What follows belongs to an exercise in optimizing a design on an open flow for small area, a short achievable clock period and few clock cycles per item; a production flow would make more cautious choices.
In this exercise RTL edits were held to simulation tests only and were not proved equivalent to the original.

try-delta:
Design fp_carpma, start of the top module:
module fp_carpma(
    input clk_i, rst_i, en_i,
    input [31:0] x1_i, x2_i,
    output [31:0] sonuc_o,
    output done_o
    );
export LEC_CHECK = 0
export ABC_AREA = 1
export CAP_MARGIN = 20
export CORE_MARGIN = 2
export CORE_UTILIZATION = 40
export PLACE_DENSITY = 0.8
export SETUP_SLACK_MARGIN = 4.75
export SLEW_MARGIN = 20
create_clock -name core_clock -period 10.0 [get_ports {clk_i}]
standard.sh (not shown) runs the stock make flow with config.mk's settings and CLKGATE_MAP_FILE= SYNTH_SCRIPT=/design/flow/synth_recipe.tcl, a recipe that flattens the netlist after the stock synthesis.
==> flow/flow/run.sh <==
#!/bin/bash
set -uo pipefail
export BUFFER_PORTS_ARGS="-buffer_cell sky130_fd_sc_hd__buf_1"
export SYNTH_ARGS="-noabc"
bash standard.sh > flow.log 2>&1
Testbench counts of try-delta, summed over its fixed seeds: cycles 7,192, items 2,400.
--- input diff try-delta..try-juniper ---
--- a/flow/config.mk
+++ b/flow/config.mk
@@ -12 +11,0 @@
-export PLACE_DENSITY = 0.8
## What came out
try-juniper gives more register-to-register slack than try-delta did.
Delta(via count of the routed design, try-juniper - try-delta) < 0
The higher arrival time at the worst endpoint came out of try-delta.
try-delta has lower area share of buffers outside the clock network than try-juniper.
Taking try-delta as the reference, in try-juniper post-cts repair resize count went down 3, ratio of cells with drive above 1 in the final layout went down 0.66 points, final worst-path setup slack went up 0.20 ns.
Input changes introduced in try-raven (baseline for comparison: try-juniper):
--- a/flow/config.mk
+++ b/flow/config.mk
@@ -12 +12 @@
-export SETUP_SLACK_MARGIN = 4.75
+export SETUP_SLACK_MARGIN = 4.85
==> run notes <==
For try-juniper and try-raven, there was not a single run that failed to finish clean. Data arrival time of the worst path was higher in try-juniper than in try-raven. Diff try-raven..try-juniper | final-layout worst hold slack | negligible. Looking at final critical delay including setup and external delays across try-juniper and try-raven, the one that comes out higher is try-juniper. For try-juniper, the critical path endpoint was c_q[20], unlike try-raven, where it was c_q[11]. Delta (try-raven minus try-juniper): wire length of the first global-routing pass grew by about 1%, setup slack increased by 0.050 ns relative to the old numbers.

* * *

Another version of the RTL of fp_carpma (not shown whole).
Size in the first run: ~1,600 cells after synthesis, about 71 flip-flops, about 12,000 µm² of cells after synthesis.
// fp_carpma
module fp_carpma(
    input clk_i, rst_i, en_i,
    input [31:0] x1_i, x2_i,
    output [31:0] sonuc_o,
    output done_o
    );
  wire zero = ~|x1_i | ~|x2_i;
  wire [23:0] ma = {1'b1, x1_i[22:0]};
  wire [23:0] mb = {1'b1, x2_i[22:0]};
  reg [1:0] cnt_q;           
  reg [28:0] s_q, c_q;     
  reg cy_q;                  
  reg [7:0] e_q;
  reg sg_q;
  reg z_q;
  wire run = en_i & ~rst_i;
  wire hold = cnt_q[1];
  wire sh = run & ~hold;
  wire hd = run & hold;
  wire [29:0] r1 = {s_q, cy_q} + {c_q, cy_q};
  wire [24:0] ra = r1[29:5];
  wire [11:0] q = cnt_q[0] ? mb[23:12] : mb[11:0];
  wire [12:0] qx = {q, 1'b0};
  wire [5:0] ng, one, two;
  genvar g;
  generate for (g = 0; g < 6; g = g + 1) begin : bd
    wire b0 = qx[2*g];
    wire b1 = qx[2*g+1];
    wire b2 = qx[2*g+2];
    assign ng[g] = b2;
    assign one[g] = b1 ^ b0;
    assign two[g] = (b2 & ~b1 & ~b0) | (~b2 & b1 & b0);
  end endgenerate
  wire [24:0] bp0 = (({1'b0, ma} & {25{one[0]}}) | ({ma, 1'b0} & {25{two[0]}})) ^ {25{ng[0]}};
  wire [24:0] bp1 = (({1'b0, ma} & {25{one[1]}}) | ({ma, 1'b0} & {25{two[1]}})) ^ {25{ng[1]}};
  wire [24:0] bp2 = (({1'b0, ma} & {25{one[2]}}) | ({ma, 1'b0} & {25{two[2]}})) ^ {25{ng[2]}};
  ...
Settings: LEC_CHECK=0, ABC_AREA=1, CAP_MARGIN=20, CORE_MARGIN=2, CORE_UTILIZATION=40, SETUP_SLACK_MARGIN=4, SLEW_MARGIN=20; clock period 10.0 ns.
==> flow/flow/run.sh <==
#!/bin/bash
# The standard layout (the standard.sh, unchanged synthesis and steps), except
# that the port buffers use sky130_fd_sc_hd__buf_4 instead of the cell that
# buffer_ports picks by default (a slow delay buffer).
set -uo pipefail
export BUFFER_PORTS_ARGS="-buffer_cell sky130_fd_sc_hd__buf_4"
bash standard.sh > flow.log 2>&1
The starting point completed without violations.
Testbench counts at the start, summed over its fixed seeds: cycles 7,192, items 2,400.
Rerun with:
==> flow/flow/run.sh (replaced) <==
#!/bin/bash
set -uo pipefail
export BUFFER_PORTS_ARGS="-buffer_cell sky130_fd_sc_hd__buf_2"
export SYNTH_ARGS="-noabc"
bash standard.sh > flow.log 2>&1
--- a/flow/config.mk
+++ b/flow/config.mk
@@ -12 +12 @@
-export SETUP_SLACK_MARGIN = 4
+export SETUP_SLACK_MARGIN = 4.5
Maximum frequency grows by 9.2%.
Count of clock-buffer cells in the layout does not change.
Global-route usage grows by 1.0 points.
Rerun with:
==> flow/flow/run.sh (replaced) <==
#!/bin/bash
# The standard layout (the standard.sh, unchanged synthesis and steps), except
# that the port buffers use sky130_fd_sc_hd__buf_4 instead of the cell that
# buffer_ports picks by default (a slow delay buffer), and Yosys maps the
# logic without its early ABC pass (SYNTH_ARGS=-noabc), so that the full adders
# are found in the equations as written.
set -uo pipefail
export BUFFER_PORTS_ARGS="-buffer_cell sky130_fd_sc_hd__buf_4"
export SYNTH_ARGS="-noabc"
bash standard.sh > flow.log 2>&1
Worst setup slack loses 0.017 ns.
Via count is lower by 0.38%.
Critical path depth is unchanged.
Count of clock-buffer cells in the layout does not change.
Clock skew is lower by 0.0055 ns.

* * *

fp_carpma again, from the RTL that the note above started with.
// fp_carpma
module fp_carpma(
    input clk_i, rst_i, en_i,
    input [31:0] x1_i, x2_i,
    output [31:0] sonuc_o,
    output done_o
    );
clock: 10.0 ns
lec_check: 0
abc_area: 1
cap_margin: 20
core_margin: 2
core_utilization: 40
setup_slack_margin: 4
slew_margin: 20
run.sh (not shown) runs the stock make flow with config.mk's settings and CLKGATE_MAP_FILE= SYNTH_SCRIPT=/design/flow/synth_recipe.tcl, a recipe that flattens the netlist after the stock synthesis.
Stock flow here: none of the scripts above is used.
The baseline finished clean.
Testbench counts at the start, summed over its fixed seeds: cycles 7,192, items 2,400.
Change:
==> flow/flow/run.sh (new file) <==
#!/bin/bash
set -uo pipefail
export BUFFER_PORTS_ARGS="-buffer_cell sky130_fd_sc_hd__buf_1"
export SYNTH_ARGS="-noabc"
bash standard.sh > flow.log 2>&1
==> flow/standard.sh (new file) <==
#!/bin/bash
# synth_recipe.tcl (not shown) runs the flow's synth.tcl, then flattens the netlist and writes it again
# the make line also repeats each setting of config.mk as NAME=value (left out here)
make -C /OpenROAD-flow-scripts/flow DESIGN_CONFIG=/design/flow/config.mk WORK_HOME=/design/flow/orfs CLKGATE_MAP_FILE= SYNTH_SCRIPT=/design/flow/synth_recipe.tcl "${@:-finish}"
- SETUP_SLACK_MARGIN: 4 -> 4.5
removed: flow/run.sh
After rerunning: The changed run ran to the end with no violations. Register-to-register slack improves by 210 ps. Clock-buffer cell count does not change. Non-clock buffer count stays the same. Worst hold slack improved by 12 ps. Global-route usage decreases by 0.19 points. Sequential share of layout area came out higher by 1.2 points. Setup slack improves by 490 ps.
Change:
==> flow/flow/run.sh (replaced) <==
#!/bin/bash
set -uo pipefail
export BUFFER_PORTS_ARGS="-buffer_cell sky130_fd_sc_hd__buf_4"
export SYNTH_ARGS="-noabc"
bash standard.sh > flow.log 2>&1
Outcome: Setup slack got worse by 35 ps; synthesized cell count is unchanged; via count decreases by about 1.1%; die area does not change.
Change:
==> flow/flow/run.sh (replaced) <==
#!/bin/bash
set -uo pipefail
export BUFFER_PORTS_ARGS="-buffer_cell sky130_fd_sc_hd__buf_1"
export SYNTH_ARGS="-noabc"
bash standard.sh > flow.log 2>&1
- SETUP_SLACK_MARGIN: 4.5 -> 4.25
=> The new run finished clean; wire length went down by about 4%; final area decreases by 5.6%; first-iteration DRC count went down by about 4%; utilization decreases by 2.6 points; via count drops by 0.99%.
Change:
- SETUP_SLACK_MARGIN: 4.25 -> 4.75
What happened: The changed run ran to the end with no violations; routed wire length rises by 5.1%; first-iteration DRC count rose by 11%; register-to-register slack improves by 210 ps; die area stays the same; via count grows by 2.6%; cell count goes up by 1.4%; final area went up by 6.6%; worst hold slack is about the same.

* * *

fp_carpma with an RTL version that a note above also has.
Size in the first run: roughly 1200 cells after synthesis, ~71 flip-flops, about 100 I/O pins.
clock: 10.0 ns
lec_check: 0
cap_margin: 20
core_margin: 2
core_utilization: 40
setup_slack_margin: 5
slew_margin: 20
standard.sh (not shown) runs the stock make flow with config.mk's settings and CLKGATE_MAP_FILE= SYNTH_SCRIPT=/design/flow/synth_recipe.tcl, a recipe that flattens the netlist after the stock synthesis.
==> flow/flow/run.sh <==
#!/bin/bash
set -uo pipefail
export BUFFER_PORTS_ARGS="-buffer_cell sky130_fd_sc_hd__buf_1"
export SYNTH_ARGS="-noabc"
bash standard.sh > flow.log 2>&1
The first run completed without violations.
Testbench counts at the start, summed over its fixed seeds: cycles 7,192, items 2,400.
Next try:
ABC_AREA = 1   (was unset)
CAP_MARGIN = 0   (was 20)
SETUP_SLACK_MARGIN = 4.75   (was 5)
SLEW_MARGIN = 0   (was 20)
What happened: Setup slack gets better by 0.11 ns; count of clock-buffer cells in the layout stays the same; routed wire length went down slightly; design area falls by a few percent; global-route usage went down by 0.20 points; via count goes up by a little under a tenth; critical path depth goes up by 1; hold slack gains 0.13 ns; non-clock buffer count falls by 17; core utilization drops by 3.6 points.

static timing again, ports no longer ideal:
The flow's constraints put no driver on any port. The routed layouts listed below were extracted and timed again, unchanged, in two steps. Step 1 (the two cells are an assumption about what drives the block):
set clk [get_ports {clk_i}]
set_driving_cell -lib_cell sky130_fd_sc_hd__clkbuf_16 $clk
set_driving_cell -lib_cell sky130_fd_sc_hd__buf_2 [delete_from_list [all_inputs] $clk]
Step 2 moves the port delays by t, midway between the first and last clock arrival at a register: inputs arrive t later, outputs are due t later. That takes back most of the time a late clock gives input paths. a / b / c = ideal ports / drivers / drivers and shift; a / b = the first two.
run | shift t [ns] | slack for setup (ns) | latest minus earliest clock arrival (ns)
try-delta | 0.379 | 4.678 / 4.697 / 4.318 | 0.010 / 0.010
try-juniper | 0.380 | 4.874 / 4.888 / 4.508 | 0.008 / 0.008
try-raven | 0.385 | 4.924 / 4.949 / 4.564 | 0.009 / 0.008
the first run of note 2 | 0.376 | 4.108 / 4.121 / 3.746 | 0.013 / 0.013
the second run of note 2 | 0.389 | 4.603 / 4.605 / 4.216 | 0.022 / 0.022
the third run of note 2 | 0.393 | 4.586 / 4.604 / 4.211 | 0.017 / 0.016
the first run of note 3 | 0.382 | 4.136 / 4.151 / 3.769 | 0.016 / 0.016
the second run of note 3 | 0.388 | 4.621 / 4.645 / 4.257 | 0.019 / 0.018
the third run of note 3 | 0.393 | 4.586 / 4.604 / 4.211 | 0.017 / 0.016
the fourth run of note 3 | 0.384 | 4.429 / 4.448 / 4.064 | 0.016 / 0.016
the fifth run of note 3 | 0.386 | 4.742 / 4.745 / 4.359 | 0.015 / 0.015
the first run of note 4 | 0.398 | 4.767 / 4.721 / 4.692 | 0.013 / 0.013
the second run of note 4 | 0.380 | 4.874 / 4.888 / 4.508 | 0.008 / 0.008
After both steps every run listed still meets setup and hold. For the second run of note 2, which loses most, drivers alone change the setup slack by +0.002 ns; drivers and shift together by -0.387 ns.
